What follows belongs to an exercise in optimizing a design on an open flow for small area; a production flow would make more cautious choices.
RTL that was checked went through simulation tests only; none was proved equivalent to the original.
Power is estimated from default activity; no workload was simulated.

==> inputs of trial 33 <==
==> flow/design.v <==
`timescale 1ns / 1ps
module sync_fifo #(
	parameter	DEPTH=8,
	parameter	WIDTH=32,
	parameter	AF_LEVEL = 1,
	parameter	AE_LEVEL = 1,
	parameter	DEPTH_LOG=$clog2(DEPTH)
)(
	input					clk, rstn,
	input					push, pop,
	input 		[WIDTH-1:0]	din,
	output 		[WIDTH-1:0]	dout,
	output					full,empty,a_full,a_empty
);
	reg [WIDTH-1:0]		mem[DEPTH-1:0];
	reg [DEPTH_LOG:0]	k;		 
	always @(posedge clk)
	if (push) begin
		mem[0] <= din;
		for (int i=1;i<DEPTH;i++) mem[i] <= mem[i-1];
	end
	always @(posedge clk, negedge rstn)
	if		(!rstn)			k <= {(DEPTH_LOG+1){1'b1}};
	else if (push != pop)	k <= push ? k + 1'b1 : k - 1'b1;
	assign	empty	= k[DEPTH_LOG];
	assign	full 	= k == DEPTH - 1;
	assign	a_full	= !k[DEPTH_LOG] && k >= DEPTH - 1 - AF_LEVEL;
	assign	a_empty = k[DEPTH_LOG] || k <= AE_LEVEL - 1;
	wire [DEPTH-1:0] rsel_n = ~({{(DEPTH-1){1'b0}},1'b1} << k[DEPTH_LOG-1:0]);
	genvar b;
	generate for (b=0;b<WIDTH;b++) begin : g_rd
		wire [3:0] z;
		for (genvar j=0;j<4;j++) begin : g_p
			fifo_oai22 u_o (.a1(rsel_n[2*j]), .a2(mem[2*j][b]), .b1(rsel_n[2*j+1]), .b2(mem[2*j+1][b]), .y(z[j]));
		end
		assign dout[b] = ~|z;
	end endgenerate
endmodule
module fifo_oai22 (input a1, a2, b1, b2, output y);
	assign y = ~((a1 | a2) & (b1 | b2));
endmodule
==> flow/flow/run.sh <==
#!/bin/bash
# Standard ORFS layout (the standard.sh, unchanged synthesis), with two
# changes: ports are buffered with the smallest buffer, and CTS inserts no
# dummy loads. Each tool's output is kept in the ORFS logs folder; the make
# output is also kept in standard.log here.
set -e
cp standard.sh standard.sh.txt 2>/dev/null || true
export BUFFER_PORTS_ARGS="-buffer_cell sky130_fd_sc_hd__buf_1"
export CTS_ARGS="-sink_clustering_enable -repair_clock_nets -buf_list sky130_fd_sc_hd__clkbuf_8 -sink_clustering_size 20 -sink_clustering_max_diameter 80 -dont_use_dummy_load"
bash standard.sh > standard.log 2>&1
==> flow/standard.sh <==
#!/bin/bash
# synth_recipe.tcl (not shown) runs the flow's synth.tcl, then flattens the netlist and writes it again
# the make line also repeats each setting of config.mk as NAME=value (left out here)
make -C /OpenROAD-flow-scripts/flow DESIGN_CONFIG=/design/flow/config.mk WORK_HOME=/design/flow/orfs CLKGATE_MAP_FILE= SYNTH_SCRIPT=/design/flow/synth_recipe.tcl "${@:-finish}"
==> flow/config.mk <==
export PLATFORM = sky130hd
export DESIGN_NAME = sync_fifo
export DESIGN_NICKNAME = sync_fifo
export VERILOG_FILES = /design/flow/design.v
export SDC_FILE = /design/flow/constraint.sdc
export NUM_CORES = 4
export LEC_CHECK = 0
export CAP_MARGIN = 20
export CORE_MARGIN = 2
export CORE_UTILIZATION = 80
export PLACE_DENSITY = 0.85
export SLEW_MARGIN = 20
export SYNTH_HIERARCHICAL = 1
export SYNTH_MINIMUM_KEEP_SIZE = 0
==> flow/constraint.sdc <==
create_clock -name core_clock -period 5.0 [get_ports {clk}]
set_input_delay 1.0000 -clock core_clock [delete_from_list [all_inputs] [get_ports {clk}]]
set_output_delay 1.0000 -clock core_clock [all_outputs]
set_load 0.01 [all_outputs]
==> inputs of build 32, as changes to trial 33 <==
==> flow/design.v, changed modules only <==
module sync_fifo #(
	parameter	DEPTH=8,
	parameter	WIDTH=32,
	parameter	AF_LEVEL = 1,
	parameter	AE_LEVEL = 1,
	parameter	DEPTH_LOG=$clog2(DEPTH)
)(
	input					clk, rstn,
	input					push, pop,
	input 		[WIDTH-1:0]	din,
	output 		[WIDTH-1:0]	dout,
	output					full,empty,a_full,a_empty
);
	reg [WIDTH-1:0]		mem[DEPTH-1:0];
	reg					e;
	reg [2:0]			j;
	wire				e_nx;
	wire [2:0]			j_nx;
	wire [7:0]			rsel_n;
	always @(posedge clk)
	if (push) begin
		mem[0] <= din;
		for (int i=1;i<DEPTH;i++) mem[i] <= mem[i-1];
	end
	always @(posedge clk, negedge rstn)
	if (!rstn) begin
		e <= 1'b1;
		j <= 3'b111;
	end else begin
		e <= e_nx;
		j <= j_nx;
	end
	fifo_ctrl u_ctrl (.push(push), .pop(pop), .e(e), .j(j), .e_nx(e_nx), .j_nx(j_nx),
		.rsel_n(rsel_n), .empty(empty), .full(full), .a_full(a_full), .a_empty(a_empty));
	genvar b;
	generate for (b=0;b<WIDTH;b++) begin : g_rd
		wire [3:0] z;
		for (genvar i=0;i<4;i++) begin : g_p
			fifo_oai22 u_o (.a1(rsel_n[2*i]), .a2(mem[2*i][b]), .b1(rsel_n[2*i+1]), .b2(mem[2*i+1][b]), .y(z[i]));
		end
		assign dout[b] = ~|z;
	end endgenerate
endmodule
module fifo_ctrl (
	input			push, pop, e,
	input	[2:0]	j,
	output			e_nx,
	output	[2:0]	j_nx,
	output	[7:0]	rsel_n,
	output			empty, full, a_full, a_empty
);
	wire up = push & ~pop;
	wire dn = pop & ~push;
	genvar i;
	generate for (i=0;i<8;i++) begin : g_dec
		assign rsel_n[i] = ~(j == i);
	end endgenerate
	assign j_nx[0] = j[0] ^ (push ^ pop);
	assign j_nx[1] = j[1] ^ ((up & j[0]) | (dn & ~j[0]));
	assign j_nx[2] = j[2] ^ ((up & j[0] & j[1]) | (dn & ~j[0] & ~j[1]));
	assign e_nx    = (e & ~push) | (dn & ~rsel_n[0]);
	assign empty   = e;
	assign full    = ~e & ~rsel_n[7];
	assign a_full  = ~e & j[2] & j[1];
	assign a_empty = e | ~rsel_n[0];
endmodule
--- a/flow/flow/run.sh
+++ b/flow/flow/run.sh
@@ -8,2 +8,3 @@
 export BUFFER_PORTS_ARGS="-buffer_cell sky130_fd_sc_hd__buf_1"
+export RECOVER_POWER=100
 export CTS_ARGS="-sink_clustering_enable -repair_clock_nets -buf_list sky130_fd_sc_hd__clkbuf_8 -sink_clustering_size 20 -sink_clustering_max_diameter 80 -dont_use_dummy_load"
==> inputs of trial 64, as changes to trial 33 <==
==> flow/design.v, changed modules only <==
module sync_fifo #(
	parameter	DEPTH=8,
	parameter	WIDTH=32,
	parameter	AF_LEVEL = 1,
	parameter	AE_LEVEL = 1,
	parameter	DEPTH_LOG=$clog2(DEPTH)
)(
	input					clk, rstn,
	input					push, pop,
	input 		[WIDTH-1:0]	din,
	output 		[WIDTH-1:0]	dout,
	output					full,empty,a_full,a_empty
);
	reg [WIDTH-1:0]		mem[DEPTH-1:0];
	reg [DEPTH_LOG-1:0]	wr_ptr, rd_ptr;
	reg [DEPTH_LOG  :0]	cnt;
	always @(posedge clk)
	if (push) mem[wr_ptr] <= din;
	always @(posedge clk, negedge rstn)
	if		(!rstn)	wr_ptr	<= 0;
	else if (push)	wr_ptr	<= wr_ptr + 1'b1;
	always @(posedge clk, negedge rstn)
	if		(!rstn)	rd_ptr	<= 0;
	else if (pop)	rd_ptr	<= rd_ptr + 1'b1;
	wire [DEPTH-1:0] rsel = {{(DEPTH-1){1'b0}},1'b1} << rd_ptr;
	genvar b;
	generate for (b=0;b<WIDTH;b++) begin : g_rd
		fifo_rmux u_mux (.s(rsel), .d({mem[7][b],mem[6][b],mem[5][b],mem[4][b],mem[3][b],mem[2][b],mem[1][b],mem[0][b]}), .y(dout[b]));
	end endgenerate
	always @(posedge clk, negedge rstn)
	if		(!rstn)			cnt <= 0;
	else if (push != pop)	cnt <= push ? cnt + 1'b1 : cnt - 1'b1;
	assign	full 	= cnt[DEPTH_LOG];
	assign	a_full	= cnt >= DEPTH - AF_LEVEL;
	assign	empty	= cnt == 0;
	assign	a_empty = cnt <= AE_LEVEL;
endmodule
module fifo_rmux (input [7:0] s, input [7:0] d, output y);
	assign y = |(s & d);
endmodule
// module fifo_oai22 removed
==> flow/run.sh (new file) <==
#!/bin/bash
# synth_recipe.tcl (not shown) runs the flow's synth.tcl, then flattens the netlist and writes it again
# the make line also repeats each setting of config.mk as NAME=value (left out here)
make -C /OpenROAD-flow-scripts/flow DESIGN_CONFIG=/design/flow/config.mk WORK_HOME=/design/flow/orfs CLKGATE_MAP_FILE= SYNTH_SCRIPT=/design/flow/synth_recipe.tcl finish
CORE_UTILIZATION = 40   (was 80)
PLACE_DENSITY = default   (was 0.85)
removed: flow/flow/run.sh
removed: flow/standard.sh
==> comparison <==
Trial 33 produced a clean layout. Trial 64 passed the timing, DRC and antenna checks. Build 32 finished but failed the layout checks on max-capacitance violations, max-slew violations. The highest hold slack belongs to trial 64, the lowest to build 32. The highest global-route usage belongs to trial 33, the lowest to trial 64. The highest maximum frequency belongs to trial 33, the lowest to build 32. The lowest worst setup slack belongs to build 32, the highest to trial 33. Of build 32 and trial 33, trial 33 has the higher clock power (gap 2.6%, measured against trial 33).
==> figures <==
| item | trial 64 | build 32 | trial 33 |
|---|---|---|---|
| Outcome | complete, no violations | finished with violations | complete, no violations |
| Reasons for failing layout checks | - | max-capacitance violations, max-slew violations | - |
| Overall Power | 7.04 mW | 4.88 mW | 4.97 mW |
| Die Area | 25200 um2 | 12400 um2 | 12100 um2 |
| Fraction of power consumed by the clock network | 28.0% | 17.3% | 17.5% |
| Area fraction of the dominant cell type after synthesis | 80.2% | 83.5% | 85.2% |
| Seq area share | 67.2% | 79.9% | 79.8% |
| Non-clock buffer total of the final layout | 90 | 76 | 78 |
| Worst Path Class, Setup | reg -> out | in -> reg | reg -> out |
| Compound-gate portion of the synthesized area | 10.5% | 8.89% | 9.27% |
| TritonCTS Buffers | 26 | 16 | 16 |
| Slew of the pin with the lowest slew margin | 0.780 ns | 2.35 ns | 1.08 ns |
| Number of clock buffer instances in the layout | 30 | 16 | 16 |
For trial 33 and trial 64, only the layout was checked, not whether the RTL still works.

==> run K: inputs <==
// sync_fifo: RTL as listed in full above, without the edits since
export LEC_CHECK = 0
export CAP_MARGIN = 20
export CORE_MARGIN = 2
export CORE_UTILIZATION = 80
export PLACE_DENSITY = 0.85
export SLEW_MARGIN = 20
export SYNTH_HIERARCHICAL = 1
export SYNTH_MINIMUM_KEEP_SIZE = 0
create_clock -name core_clock -period 5.0 [get_ports {clk}]
standard.sh (not shown) runs the stock make flow with config.mk's settings and CLKGATE_MAP_FILE= SYNTH_SCRIPT=/design/flow/synth_recipe.tcl, a recipe that flattens the netlist after the stock synthesis.
==> flow/flow/run.sh <==
#!/bin/bash
# Standard ORFS layout (the standard.sh, unchanged synthesis), with two
# changes: ports are buffered with the smallest buffer, and CTS inserts no
# dummy loads. Each tool's output is kept in the ORFS logs folder; the make
# output is also kept in standard.log here.
set -e
cp standard.sh standard.sh.txt 2>/dev/null || true
export BUFFER_PORTS_ARGS="-buffer_cell sky130_fd_sc_hd__buf_1"
export RECOVER_POWER=100
export CTS_ARGS="-sink_clustering_enable -repair_clock_nets -buf_list sky130_fd_sc_hd__clkbuf_8 -sink_clustering_size 20 -sink_clustering_max_diameter 80 -dont_use_dummy_load"
bash standard.sh > standard.log 2>&1
==> run X: changes against run K <==
==> flow/design.v, changed modules only <==
module sync_fifo #(
	parameter	DEPTH=8,
	parameter	WIDTH=32,
	parameter	AF_LEVEL = 1,
	parameter	AE_LEVEL = 1,
	parameter	DEPTH_LOG=$clog2(DEPTH)
)(
	input					clk, rstn,
	input					push, pop,
	input 		[WIDTH-1:0]	din,
	output 		[WIDTH-1:0]	dout,
	output					full,empty,a_full,a_empty
);
	reg [WIDTH-1:0]		mem[DEPTH-1:0];
	reg					e;
	reg [2:0]			j;
	wire				e_nx;
	wire [2:0]			j_nx;
	wire [7:0]			rsel_n;
	always @(posedge clk)
	if (push) begin
		mem[0] <= din;
		for (int i=1;i<DEPTH;i++) mem[i] <= mem[i-1];
	end
	always @(posedge clk, negedge rstn)
	if (!rstn) begin
		e <= 1'b1;
		j <= 3'b111;
	end else begin
		e <= e_nx;
		j <= j_nx;
	end
	fifo_ctrl u_ctrl (.push(push), .pop(pop), .e(e), .j(j), .e_nx(e_nx), .j_nx(j_nx),
		.rsel_n(rsel_n), .empty(empty), .full(full), .a_full(a_full), .a_empty(a_empty));
	genvar b;
	generate for (b=0;b<WIDTH;b++) begin : g_rd
		wire [3:0] z;
		for (genvar i=0;i<4;i++) begin : g_p
			fifo_oai22 u_o (.a1(rsel_n[2*i]), .a2(mem[2*i][b]), .b1(rsel_n[2*i+1]), .b2(mem[2*i+1][b]), .y(z[i]));
		end
		assign dout[b] = ~|z;
	end endgenerate
endmodule
module fifo_ctrl (
	input			push, pop, e,
	input	[2:0]	j,
	output			e_nx,
	output	[2:0]	j_nx,
	output	[7:0]	rsel_n,
	output			empty, full, a_full, a_empty
);
	wire up = push & ~pop;
	wire dn = pop & ~push;
	genvar i;
	generate for (i=0;i<8;i++) begin : g_dec
		assign rsel_n[i] = ~(j == i);
	end endgenerate
	assign j_nx[0] = j[0] ^ (push ^ pop);
	assign j_nx[1] = j[1] ^ ((up & j[0]) | (dn & ~j[0]));
	assign j_nx[2] = j[2] ^ ((up & j[0] & j[1]) | (dn & ~j[0] & ~j[1]));
	assign e_nx    = (e & ~push) | (dn & ~rsel_n[0]);
	assign empty   = e;
	assign full    = ~e & ~rsel_n[7];
	assign a_full  = ~e & j[2] & j[1];
	assign a_empty = e | ~rsel_n[0];
endmodule
==> flow/flow/run.sh (replaced) <==
#!/bin/bash
# Standard ORFS layout (the standard.sh with its unchanged synthesis),
# with three changes:
#  - after synthesis, combinational cells are set to their smallest drive
#    strength (flow/downsize.py); repair_design upsizes what needs it,
#  - ports are buffered with the smallest buffer,
#  - CTS inserts no dummy loads.
# The make output is kept in standard_*.log here, each tool's own log in
# orfs/logs/.
set -e
here=$(pwd)
res=$here/orfs/results/$FLOW_PLATFORM/sync_fifo/base
export BUFFER_PORTS_ARGS="-buffer_cell sky130_fd_sc_hd__buf_1"
export CTS_ARGS="-sink_clustering_enable -repair_clock_nets -dont_use_dummy_load -buf_list sky130_fd_sc_hd__clkbuf_4 -sink_clustering_size 12 -sink_clustering_max_diameter 40"
bash standard.sh $res/1_2_yosys.v > standard_synth.log 2>&1
cp $res/1_2_yosys.v $res/1_2_yosys_orig.v
python3 flow/downsize.py $FLOW_HOME/platforms/$FLOW_PLATFORM/lib/sky130_fd_sc_hd__tt_025C_1v80.lib \
	$res/1_2_yosys_orig.v $res/1_2_yosys.v > downsize.log 2>&1
bash standard.sh > standard.log 2>&1
==> flow/flow/downsize.py (new file) <==
#!/usr/bin/env python3
"""Replace each combinational standard cell in a Yosys netlist with the
smallest-area cell of the same family (same name up to the drive-strength
suffix, so the same pins and function). Flip-flops are left as they are.
The placer's repair_design later upsizes or buffers whatever needs it.
usage: downsize.py LIB NETLIST_IN NETLIST_OUT"""
import re, sys
from collections import defaultdict

lib, src, dst = sys.argv[1:4]
area = {}
name = None
for line in open(lib):
    m = re.match(r'\s*cell\s*\(\s*"?([\w]+)"?\s*\)', line)
    if m:
        name = m.group(1)
        continue
    m = re.match(r'\s*area\s*:\s*([\d.]+)', line)
    if m and name and name not in area:
        area[name] = float(m.group(1))

fam = defaultdict(list)
for c, a in area.items():
    m = re.match(r'(sky130_fd_sc_hd__\w+?)_(\d+)$', c)
    if m:
        fam[m.group(1)].append((a, 0 if m.group(2) == '1' else 1, c))

SKIP = ('df', 'edf', 'sdf', 'dl', 'conb', 'tap', 'fill', 'decap', 'lpflow',
        'probe', 'clkbuf', 'clkinv', 'clkdly', 'dlygate', 'dlymetal')
def smallest(c):
    m = re.match(r'(sky130_fd_sc_hd__(\w+?))_(\d+)$', c)
    if not m or m.group(2).startswith(SKIP):
        return c
    return min(fam[m.group(1)])[2]

count = defaultdict(int)
def sub(m):
    new = smallest(m.group(1))
    if new != m.group(1):
        count[(m.group(1), new)] += 1
    return new + m.group(2)

text = open(src).read()
text = re.sub(r'\b(sky130_fd_sc_hd__\w+)(\s+[\\\w])', sub, text)
open(dst, 'w').write(text)
for (a, b), n in sorted(count.items()):
    print(f'{n:5d} {a} -> {b}')
CAP_MARGIN = 5   (was 20)
SLEW_MARGIN = 5   (was 20)
==> run D: changes against run K <==
==> flow/design.v, changed modules only <==
module sync_fifo #(
	parameter	DEPTH=8,
	parameter	WIDTH=32,
	parameter	AF_LEVEL = 1,
	parameter	AE_LEVEL = 1,
	parameter	DEPTH_LOG=$clog2(DEPTH)
)(
	input					clk, rstn,
	input					push, pop,
	input 		[WIDTH-1:0]	din,
	output 		[WIDTH-1:0]	dout,
	output					full,empty,a_full,a_empty
);
	reg [WIDTH-1:0]		mem[DEPTH-1:0];
	reg [DEPTH_LOG:0]	k;		 
	always @(posedge clk)
	if (push) begin
		mem[0] <= din;
		for (int i=1;i<DEPTH;i++) mem[i] <= mem[i-1];
	end
	always @(posedge clk, negedge rstn)
	if		(!rstn)			k <= {(DEPTH_LOG+1){1'b1}};
	else if (push != pop)	k <= push ? k + 1'b1 : k - 1'b1;
	assign	empty	= k[DEPTH_LOG];
	assign	full 	= k == DEPTH - 1;
	assign	a_full	= !k[DEPTH_LOG] && k >= DEPTH - 1 - AF_LEVEL;
	assign	a_empty = k[DEPTH_LOG] || k <= AE_LEVEL - 1;
	wire [DEPTH-1:0] rsel = {{(DEPTH-1){1'b0}},1'b1} << k[DEPTH_LOG-1:0];
	genvar b;
	generate for (b=0;b<WIDTH;b++) begin : g_rd
		wire n0, n1;
		fifo_aoi222 u_a (.a1(rsel[0]), .a2(mem[0][b]), .b1(rsel[1]), .b2(mem[1][b]), .c1(rsel[2]), .c2(mem[2][b]), .y(n0));
		fifo_aoi222 u_b (.a1(rsel[3]), .a2(mem[3][b]), .b1(rsel[4]), .b2(mem[4][b]), .c1(rsel[5]), .c2(mem[5][b]), .y(n1));
		fifo_rdfin  u_c (.n0(n0), .n1(n1), .a1(rsel[6]), .a2(mem[6][b]), .b1(rsel[7]), .b2(mem[7][b]), .y(dout[b]));
	end endgenerate
endmodule
module fifo_aoi222 (input a1, a2, b1, b2, c1, c2, output y);
	assign y = ~((a1 & a2) | (b1 & b2) | (c1 & c2));
endmodule
module fifo_rdfin (input n0, n1, a1, a2, b1, b2, output y);
	assign y = ~(n0 & n1) | (a1 & a2) | (b1 & b2);
endmodule
// module fifo_oai22 removed
--- a/flow/flow/run.sh
+++ b/flow/flow/run.sh
@@ -8,3 +8,2 @@
 export BUFFER_PORTS_ARGS="-buffer_cell sky130_fd_sc_hd__buf_1"
-export RECOVER_POWER=100
 export CTS_ARGS="-sink_clustering_enable -repair_clock_nets -buf_list sky130_fd_sc_hd__clkbuf_8 -sink_clustering_size 20 -sink_clustering_max_diameter 80 -dont_use_dummy_load"
CORE_UTILIZATION = 60   (was 80)
CTS_BUF_LIST = sky130_fd_sc_hd__clkbuf_8   (was not set)
CTS_CLUSTER_DIAMETER = 80   (was not set)
CTS_CLUSTER_SIZE = 20   (was not set)
PLACE_DENSITY = not set   (was 0.85)
==> run C: changes against run K <==
==> flow/design.v, changed modules only <==
module sync_fifo #(
	parameter	DEPTH=8,
	parameter	WIDTH=32,
	parameter	AF_LEVEL = 1,
	parameter	AE_LEVEL = 1,
	parameter	DEPTH_LOG=$clog2(DEPTH)
)(
	input					clk, rstn,
	input					push, pop,
	input 		[WIDTH-1:0]	din,
	output 		[WIDTH-1:0]	dout,
	output					full,empty,a_full,a_empty
);
	reg [WIDTH-1:0]		mem[DEPTH-1:0];
	reg [DEPTH_LOG-1:0]	wr_ptr, rd_ptr;
	reg [DEPTH_LOG  :0]	cnt;
	always @(posedge clk)
	if (push) mem[wr_ptr] <= din;
	always @(posedge clk, negedge rstn)
	if		(!rstn)	wr_ptr	<= 0;
	else if (push)	wr_ptr	<= wr_ptr + 1'b1;
	always @(posedge clk, negedge rstn)
	if		(!rstn)	rd_ptr	<= 0;
	else if (pop)	rd_ptr	<= rd_ptr + 1'b1;
	wire [DEPTH-1:0] rsel = {{(DEPTH-1){1'b0}},1'b1} << rd_ptr;
	genvar b;
	generate for (b=0;b<WIDTH;b++) begin : g_rd
		fifo_rmux u_mux (.s(rsel), .d({mem[7][b],mem[6][b],mem[5][b],mem[4][b],mem[3][b],mem[2][b],mem[1][b],mem[0][b]}), .y(dout[b]));
	end endgenerate
	always @(posedge clk, negedge rstn)
	if		(!rstn)			cnt <= 0;
	else if (push != pop)	cnt <= push ? cnt + 1'b1 : cnt - 1'b1;
	assign	full 	= cnt[DEPTH_LOG];
	assign	a_full	= cnt >= DEPTH - AF_LEVEL;
	assign	empty	= cnt == 0;
	assign	a_empty = cnt <= AE_LEVEL;
endmodule
module fifo_rmux (input [7:0] s, input [7:0] d, output y);
	assign y = |(s & d);
endmodule
// module fifo_oai22 removed
==> flow/run.sh (new file) <==
#!/bin/bash
# synth_recipe.tcl (not shown) runs the flow's synth.tcl, then flattens the netlist and writes it again
# the make line also repeats each setting of config.mk as NAME=value (left out here)
make -C /OpenROAD-flow-scripts/flow DESIGN_CONFIG=/design/flow/config.mk WORK_HOME=/design/flow/orfs CLKGATE_MAP_FILE= SYNTH_SCRIPT=/design/flow/synth_recipe.tcl finish
CORE_UTILIZATION = 40   (was 80)
CTS_BUF_LIST = sky130_fd_sc_hd__clkbuf_4 sky130_fd_sc_hd__clkbuf_8   (was not set)
PLACE_DENSITY = not set   (was 0.85)
removed: flow/flow/run.sh
removed: flow/standard.sh
==> comparison table <==
	run C	run D	run X	run K
Run status	timing/DRC/antenna clean	timing/DRC/antenna clean	timing/DRC/antenna clean	finished with violations
Violated checks	-	-	-	capacitance limit, slew limit
Total met3 wirelength after detailed routing	1390 um	1290 um	1980 um	1830 um
Worst R2R Setup Slack	2.92 ns	3.36 ns	3.63 ns	3.29 ns
Via count of the first global-routing pass	5589	4680	4926	5030
Combinational power share	31.4%	28.0%	27.5%	28.1%
Multiplexer share of the synthesized area	0.326%	0.166%	-	0.125%
Final Cycle Share	83.0%	74.0%	84.7%	86.4%
Area added between synthesis and finish	22.6%	9.12%	8.14%	8.10%
Portion of the layout cell area used by non-clock buffers	7.82%	3.54%	3.74%	3.55%
Average cell area after synthesis	19.6 sq um	21.8 sq um	19.9 sq um	20.1 sq um
Start point of the worst min-delay path	wr_ptr[0]	mem[2][29]	mem[6][12]	mem[6][5]
Top-count cell post-synth	edfxtp_1	edfxtp_1	-	edfxtp_1
Area share of fa/ha/maj cells after synthesis	1.44%	0.497%	-	0.499%
Worst hold slack across all endpoints	0.510 ns	0.447 ns	0.415 ns	0.450 ns
Clk Tree Root Cell	clkbuf_8	clkbuf_8	clkbuf_4	clkbuf_8
Number of ordinary and repair buffers in the finished layout	90	80	80	78
Instance count on the critical path	7	5	5	5
Die outline height	159 um	127 um	110 um	110 um
Average vias per placed instance	5.42	6.80	7.44	7.49
Clock group total power	1750 uW	876 uW	834 uW	869 uW
Top cell type's share of synthesized area	80.2%	84.8%	-	85.2%
Sequential cell area	0.00794 sq mm	0.00779 sq mm	0.00779 sq mm	0.00779 sq mm
Final cell count without fillers	973	695	693	682
Worst setup path end	dout[14]	dout[25]	dout[2]	dout[18]
Mapped Area	0.00958 sq mm	0.00906 sq mm	0.00897 sq mm	0.00902 sq mm
Global-route track usage on met2	27.3%	32.7%	45.8%	48.6%
Global-route usage over all layers	17.0%	21.0%	29.6%	30.4%
Only the layout flow was run in run K and run C; the RTL was not checked for function there.

==> port drivers added, routing unchanged <==
The flow's constraints put no driver on any port. The routed layouts listed below were extracted and timed again, unchanged, in two steps.
Step 1, drivers: a clkbuf_16 drives clk and a buf_2 each remaining input, both assumed.
Step 2 times the ports against the registers' clock, not the clock port: input delays grow and output delays shrink by t, the midpoint of the rising clock arrivals with the driver on.
a / b / c = no drivers / after step 1 / after step 2; a / b = the first two.
| run | shift t [ns] | setup slack, ns | hold WS [ns] | clock arrival spread, ns |
|---|---|---|---|---|
| trial 33 | 0.540 | 1.173 / 1.138 / 1.678 | 0.447 / 0.447 / 0.447 | 0.028 / 0.028 |
| build 32 | 0.508 | 0.711 / 0.677 / 0.200 | 0.439 / 0.439 / 0.439 | 0.033 / 0.033 |
| trial 64 | 0.566 | 0.897 / 0.854 / 1.420 | 0.510 / 0.510 / 0.510 | 0.012 / 0.012 |
| run K | 0.540 | 0.682 / 0.647 / 0.743 | 0.450 / 0.450 / 0.450 | 0.027 / 0.027 |
| run X | 0.633 | 0.766 / 0.735 / 1.368 | 0.415 / 0.415 / 0.415 | 0.049 / 0.049 |
| run D | 0.533 | 1.300 / 1.262 / 1.795 | 0.447 / 0.447 / 0.447 | 0.014 / 0.014 |
| run C | 0.569 | 0.849 / 0.807 / 1.376 | 0.510 / 0.510 / 0.510 | 0.023 / 0.023 |
The setup slack of build 32, which loses most, moves by -0.034 ns with the drivers and by -0.511 ns with both steps.
